What follows belongs to an exercise in optimizing a design on an open flow for small area; a production flow would make more cautious choices. Function was checked by simulation only, so behaviour that the tests miss may differ from the original. Power figures rest on the tool's default switching activity, not on a simulated workload.

== job 105 ==
==> module i2c, before the edit <==
module i2c (
    input  wire        clk,
    input  wire        rst,
    input  wire        sda_i,
    output wire        sda_o,
    output wire        sda_oe,
    output wire        scl,
    output reg  [15:0] lux
);
    localparam [6:0] S24  = 7'd87;
    localparam [6:0] S39  = 7'd105;
    localparam [6:0] S106 = 7'd34;
    localparam [6:0] S124 = 7'd80;
    localparam [8:0] WSEED = 9'd89;     
    localparam [8:0] W0    = 9'd121;    
    localparam [8:0] WM    = 9'd309;    
    localparam [1:0] Q0 = 2'b00, Q1 = 2'b01, Q2 = 2'b11, Q3 = 2'b10;
    localparam [3:0] P_IDLE   = 4'b0000;   
    localparam [3:0] P_IDLEM  = 4'b0001;   
    localparam [3:0] P_IDLEL  = 4'b0011;   
    localparam [3:0] P_STOPR  = 4'b0101;   
    localparam [3:0] P_START  = 4'b0110;
    localparam [3:0] P_STOP   = 4'b0111;
    localparam [3:0] P_ADDR   = 4'b1000;
    localparam [3:0] P_OPC    = 4'b1001;
    localparam [3:0] P_MACK   = 4'b1010;
    localparam [3:0] P_MNACK  = 4'b1011;
    localparam [3:0] P_ACK1   = 4'b1100;
    localparam [3:0] P_ACK2   = 4'b1101;
    localparam [3:0] P_RDH    = 4'b1110;
    localparam [3:0] P_RDL    = 4'b1111;
    reg [6:0]  s;
    reg [1:0]  q;
    reg [3:0]  ph;
    reg [3:0]  bi;       
    reg        sda_r;    
    reg [8:0]  sh;
    reg [6:0]  ring;     
    wire hi0      = (s[6:1] == 6'd0);
    wire at0      = hi0 & ~s[0];
    wire at1      = hi0 & s[0];
    wire tick     = (s == S124);
    wire en_low   = ph[3] & ph[2];
    wire idle     = ~ph[3] & ~ph[2];
    wire in_ack   = (ph == P_ACK1) | (ph == P_ACK2);
    wire byte_ph  = (ph == P_ADDR) | (ph == P_OPC) | (ph == P_RDH) | (ph == P_RDL);
    wire tx_ph    = (ph == P_ADDR) | (ph == P_OPC);
    wire stop_ph  = (ph == P_STOP) | (ph == P_STOPR);
    wire slot_end = tick & (q == Q3);
    wire q1_end   = tick & (q == Q1);
    wire last_bit = bi[3] & ~bi[2];
    wire rd       = ~sh[6];              
    wire ack      = sda_r;               
    wire idle_end = ((ph == P_IDLE)  & (q == Q2) & at0) |
                    ((ph == P_IDLEM) & (q == Q3) & (s == S39) &
                     (sh[7] == WM[7]) & (sh[6] == WM[6]) & (sh[4] == WM[4]) &
                     (sh[2] == WM[2]) & (sh[1] == WM[1])) |
                    ((ph == P_IDLEL) & (q == Q0) & (s == S106) & (sh[8:0] == W0));
    wire j0  = bi[3] & ~bi[2];
    wire j12 = bi[2] & ~bi[0];
    wire j5  = bi[1] & ~bi[2];
    wire j6  = bi[0] & ~bi[1];
    wire bit_v = (ph == P_ADDR) ? (j6 | j12 | (j0 & rd))           
                                : ((j0 & ~sh[3]) | (j12 & sh[2]) | (j5 & ~sh[5]));
    assign sda_o  = sda_r;
    assign sda_oe = ~en_low;
    assign scl    = idle | q[0] | (stop_ph & q[1]);
    reg [3:0] ph_n;
    always @* begin
        ph_n = ph;
        case (ph)
            P_IDLE, P_IDLEM, P_IDLEL:
                      if (idle_end) ph_n = P_START;
            P_START:  if (slot_end) ph_n = P_ADDR;
            P_ADDR:   if (slot_end && last_bit) ph_n = P_ACK1;
            P_ACK1:   if (slot_end && ack) ph_n = rd ? P_RDH : P_OPC;
            P_OPC:    if (slot_end && last_bit) ph_n = P_ACK2;
            P_ACK2:   if (slot_end && ack) ph_n = P_STOP;
            P_RDH:    if (slot_end && last_bit) ph_n = P_MACK;
            P_MACK:   if (slot_end) ph_n = P_RDL;
            P_RDL:    if (slot_end && last_bit) ph_n = P_MNACK;
            P_MNACK:  if (slot_end) ph_n = P_STOPR;
            P_STOP:   if (slot_end) ph_n = sh[6] ? P_IDLE : P_IDLEM;
            P_STOPR:  if (slot_end) ph_n = P_IDLEL;
            default:  ph_n = ph;
        endcase
    end
    always @(posedge clk) begin
        if (rst)
            ph <= P_STOP;    
        else
            ph <= ph_n;
    end
    always @(posedge clk) begin
        if (rst || tick || idle_end)
            s <= 7'd0;
        else
            s <= {s[5:0], ~(s[6] ^ s[5])};
    end
    always @(posedge clk) begin
        if (rst || idle_end)
            q <= Q2;
        else if (tick && !(in_ack && q == Q3 && !ack))
            q <= {q[0], ~q[1]};
    end
    always @(posedge clk) begin
        if (rst)
            bi <= 4'b0000;
        else if (slot_end && byte_ph)
            bi <= {bi[2:0], ~bi[3]};
    end
    always @(posedge clk) begin
        if (rst)
            sda_r <= 1'b1;
        else if (in_ack)
            sda_r <= !slot_end && (sda_r || (!sda_i && (q == Q1 || (!tick && q != Q0))));
        else if (at0 && q == Q0)
            sda_r <= tx_ph ? bit_v : (idle || ph == P_MNACK);
        else if (at0 && q == Q2 && ph == P_START)
            sda_r <= 1'b0;
        else if (s == S24 && q == Q3 && tx_ph)
            sda_r <= 1'b0;
        else if (q1_end && stop_ph)
            sda_r <= 1'b1;
    end
    wire sh_step = q1_end &&
                   (ph == P_RDH || ph == P_RDL || ph == P_IDLEM || ph == P_IDLEL ||
                    ph == P_STOP);
    wire sh_in   = en_low ? sda_i : ~(sh[8] ^ sh[4]);
    always @(posedge clk) begin
        if (rst)
            sh <= W0;
        else if (ph == P_STOPR && slot_end)
            sh <= WSEED;
        else if (sh_step)
            sh <= {sh[7:0], sh_in};
    end
    always @(posedge clk)
        ring <= {ring[5:0], sh_step ? sh[8] : ring[6]};
    always @(posedge clk) begin
        if (rst)
            lux <= 16'h0;
        else if (ph == P_STOPR && q == Q2 && at1)
            lux <= {ring[4], ring[1], ring[5], ring[2], ring[6], ring[3], ring[0], sh};
    end
endmodule
Settings: LEC_CHECK=0, CAP_MARGIN=20, CORE_MARGIN=2, CORE_UTILIZATION=40, SLEW_MARGIN=20; clock period 10.0 ns.
standard.sh (not shown) runs the stock make flow with config.mk's settings and CLKGATE_MAP_FILE= SYNTH_SCRIPT=/design/flow/synth_recipe.tcl, a recipe that flattens the netlist after the stock synthesis.
==> flow/flow/run.sh <==
#!/bin/bash
# Standard ORFS layout with port buffers made of the smallest buffer cell
# and a clock tree with larger sink clusters and no dummy loads.
set -euo pipefail
bash standard.sh "BUFFER_PORTS_ARGS=-buffer_cell sky130_fd_sc_hd__buf_1" \
  "CTS_ARGS=-sink_clustering_enable -repair_clock_nets -dont_use_dummy_load -sink_clustering_size 30 -sink_clustering_max_diameter 100" \
  finish > make_finish.log 2>&1
Job 105 reached the end of the flow, and the finished layout is clean on the timing, DRC and antenna checks.
Edits applied to the flow inputs when going from job 105 to job 101:
--- a/flow/design.v
+++ b/flow/design.v
@@ -15,13 +15,13 @@
     localparam [8:0] W0    = 9'd121;    
     localparam [8:0] WM    = 9'd309;    
     localparam [1:0] Q0 = 2'b00, Q1 = 2'b01, Q2 = 2'b11, Q3 = 2'b10;
     localparam [3:0] P_IDLE   = 4'b0000;   
     localparam [3:0] P_IDLEM  = 4'b0001;   
     localparam [3:0] P_IDLEL  = 4'b0011;   
-    localparam [3:0] P_STOPR  = 4'b0101;   
+    localparam [3:0] P_STOPR  = 4'b0010;   
     localparam [3:0] P_START  = 4'b0110;
     localparam [3:0] P_STOP   = 4'b0111;
     localparam [3:0] P_ADDR   = 4'b1000;
     localparam [3:0] P_OPC    = 4'b1001;
     localparam [3:0] P_MACK   = 4'b1010;
     localparam [3:0] P_MNACK  = 4'b1011;
@@ -30,41 +30,45 @@
     localparam [3:0] P_RDH    = 4'b1110;
     localparam [3:0] P_RDL    = 4'b1111;
     reg [6:0]  s;
     reg [1:0]  q;
     reg [3:0]  ph;
     reg [3:0]  bi;       
-    reg        sda_r;    
-    reg [8:0]  sh;
-    reg [6:0]  ring;     
+    reg        ack;
+    reg        sda_r;
+    reg [15:0] sh;
     wire hi0      = (s[6:1] == 6'd0);
     wire at0      = hi0 & ~s[0];
     wire at1      = hi0 & s[0];
     wire tick     = (s == S124);
     wire en_low   = ph[3] & ph[2];
-    wire idle     = ~ph[3] & ~ph[2];
+    wire idle     = (ph == P_IDLE) | (ph == P_IDLEM) | (ph == P_IDLEL);
     wire in_ack   = (ph == P_ACK1) | (ph == P_ACK2);
     wire byte_ph  = (ph == P_ADDR) | (ph == P_OPC) | (ph == P_RDH) | (ph == P_RDL);
     wire tx_ph    = (ph == P_ADDR) | (ph == P_OPC);
     wire stop_ph  = (ph == P_STOP) | (ph == P_STOPR);
     wire slot_end = tick & (q == Q3);
     wire q1_end   = tick & (q == Q1);
     wire last_bit = bi[3] & ~bi[2];
     wire rd       = ~sh[6];              
-    wire ack      = sda_r;               
     wire idle_end = ((ph == P_IDLE)  & (q == Q2) & at0) |
                     ((ph == P_IDLEM) & (q == Q3) & (s == S39) &
                      (sh[7] == WM[7]) & (sh[6] == WM[6]) & (sh[4] == WM[4]) &
                      (sh[2] == WM[2]) & (sh[1] == WM[1])) |
                     ((ph == P_IDLEL) & (q == Q0) & (s == S106) & (sh[8:0] == W0));
-    wire j0  = bi[3] & ~bi[2];
-    wire j12 = bi[2] & ~bi[0];
-    wire j5  = bi[1] & ~bi[2];
-    wire j6  = bi[0] & ~bi[1];
-    wire bit_v = (ph == P_ADDR) ? (j6 | j12 | (j0 & rd))           
-                                : ((j0 & ~sh[3]) | (j12 & sh[2]) | (j5 & ~sh[5]));
+    reg  bit_v;
+    always @* begin
+        if (ph == P_ADDR)                
+            bit_v = (bi[0] & ~bi[1]) | (bi[2] & ~bi[0]) | (last_bit & rd);
+        else case (sh[4:3])
+            2'd2:    bit_v = last_bit;                
+            2'd0:    bit_v = bi[3] & ~bi[0];          
+            2'd1:    bit_v = bi[1] & ~bi[2];          
+            default: bit_v = 1'b0;                    
+        endcase
+    end
     assign sda_o  = sda_r;
     assign sda_oe = ~en_low;
     assign scl    = idle | q[0] | (stop_ph & q[1]);
     reg [3:0] ph_n;
     always @* begin
         ph_n = ph;
@@ -107,16 +111,20 @@
         if (rst)
             bi <= 4'b0000;
         else if (slot_end && byte_ph)
             bi <= {bi[2:0], ~bi[3]};
     end
     always @(posedge clk) begin
+        if (!in_ack || slot_end)
+            ack <= 1'b0;
+        else if (!sda_i && (q == Q1 || (!tick && q != Q0)))
+            ack <= 1'b1;
+    end
+    always @(posedge clk) begin
         if (rst)
             sda_r <= 1'b1;
-        else if (in_ack)
-            sda_r <= !slot_end && (sda_r || (!sda_i && (q == Q1 || (!tick && q != Q0))));
         else if (at0 && q == Q0)
             sda_r <= tx_ph ? bit_v : (idle || ph == P_MNACK);
         else if (at0 && q == Q2 && ph == P_START)
             sda_r <= 1'b0;
         else if (s == S24 && q == Q3 && tx_ph)
             sda_r <= 1'b0;
@@ -126,25 +134,25 @@
     wire sh_step = q1_end &&
                    (ph == P_RDH || ph == P_RDL || ph == P_IDLEM || ph == P_IDLEL ||
                     ph == P_STOP);
     wire sh_in   = en_low ? sda_i : ~(sh[8] ^ sh[4]);
     always @(posedge clk) begin
         if (rst)
-            sh <= W0;
+            sh[8:0] <= W0;
         else if (ph == P_STOPR && slot_end)
-            sh <= WSEED;
+            sh[8:0] <= WSEED;
         else if (sh_step)
-            sh <= {sh[7:0], sh_in};
-    end
-    always @(posedge clk)
-        ring <= {ring[5:0], sh_step ? sh[8] : ring[6]};
+            sh[8:0] <= {sh[7:0], sh_in};
+        if (sh_step)
+            sh[15:9] <= sh[14:8];
+    end
     always @(posedge clk) begin
         if (rst)
             lux <= 16'h0;
         else if (ph == P_STOPR && q == Q2 && at1)
-            lux <= {ring[4], ring[1], ring[5], ring[2], ring[6], ring[3], ring[0], sh};
+            lux <= sh;
     end
 endmodule
 module i2c_control (
     input  logic clk,
     input  logic rst,
     input  logic [7:0] sda_i,
Findings:
Job 105 finished every stage and its layout cleared the timing, DRC and antenna checks.
Job 101 has completed all stages; timing, DRC and antenna checks passed.
Job 101 ended up with a higher sum of routed wire length over all layers than job 105 did.
On adder-cell area share of the yosys netlist, job 101 tracks job 105 almost exactly.
Number of CTS-inserted buffers in job 101 is 1 lower than in job 105
On sequential power, the higher figure sits with job 101, not job 105.
In the tables for job 101 and job 105, post-synthesis to final-layout area growth reads lower with job 101.
Looking only at share of post-route cells with drive strength above 1, and setting everything else aside, the lower value of job 101 and job 105 goes to job 101.
Sort job 101 and job 105 by clock period minus final worst setup slack, ascending, and job 105 comes first.
Sort job 101 and job 105 by tap cell instance count asc -> top: job 105
Compared to job 105, job 101 was floorplanned on a bigger die.
Re sum of buffers and inverters on the critical path: no difference whatsoever between job 101 and job 105.
Sequential cell count: job 101 vs job 105 up 8

## what the ideal ports hide
The results above use ideal ports. As a check the final layouts listed here were re-extracted and re-timed, cells and wires unchanged. Step 1, drivers: a clkbuf_16 drives clk and a buf_2 each remaining input, both assumed. Step 2, shift: input delay + t, output delay - t, t = (earliest + latest rising clock arrival at the registers) / 2. This alone moves slack from input paths to output paths. Three values: ideal, step 1, step 2; two values: the first two.
run	t, ns	setup WS [ns]	hold slack, ns
job 105	0.585	6.000 / 5.946 / 5.520	0.338 / 0.338 / 0.338
job 101	0.581	5.870 / 5.817 / 5.480	0.455 / 0.455 / 0.455
After both steps setup and hold are still met in every run listed. For job 105, which loses most, drivers alone change the setup slack by -0.054 ns; drivers and shift together by -0.480 ns.
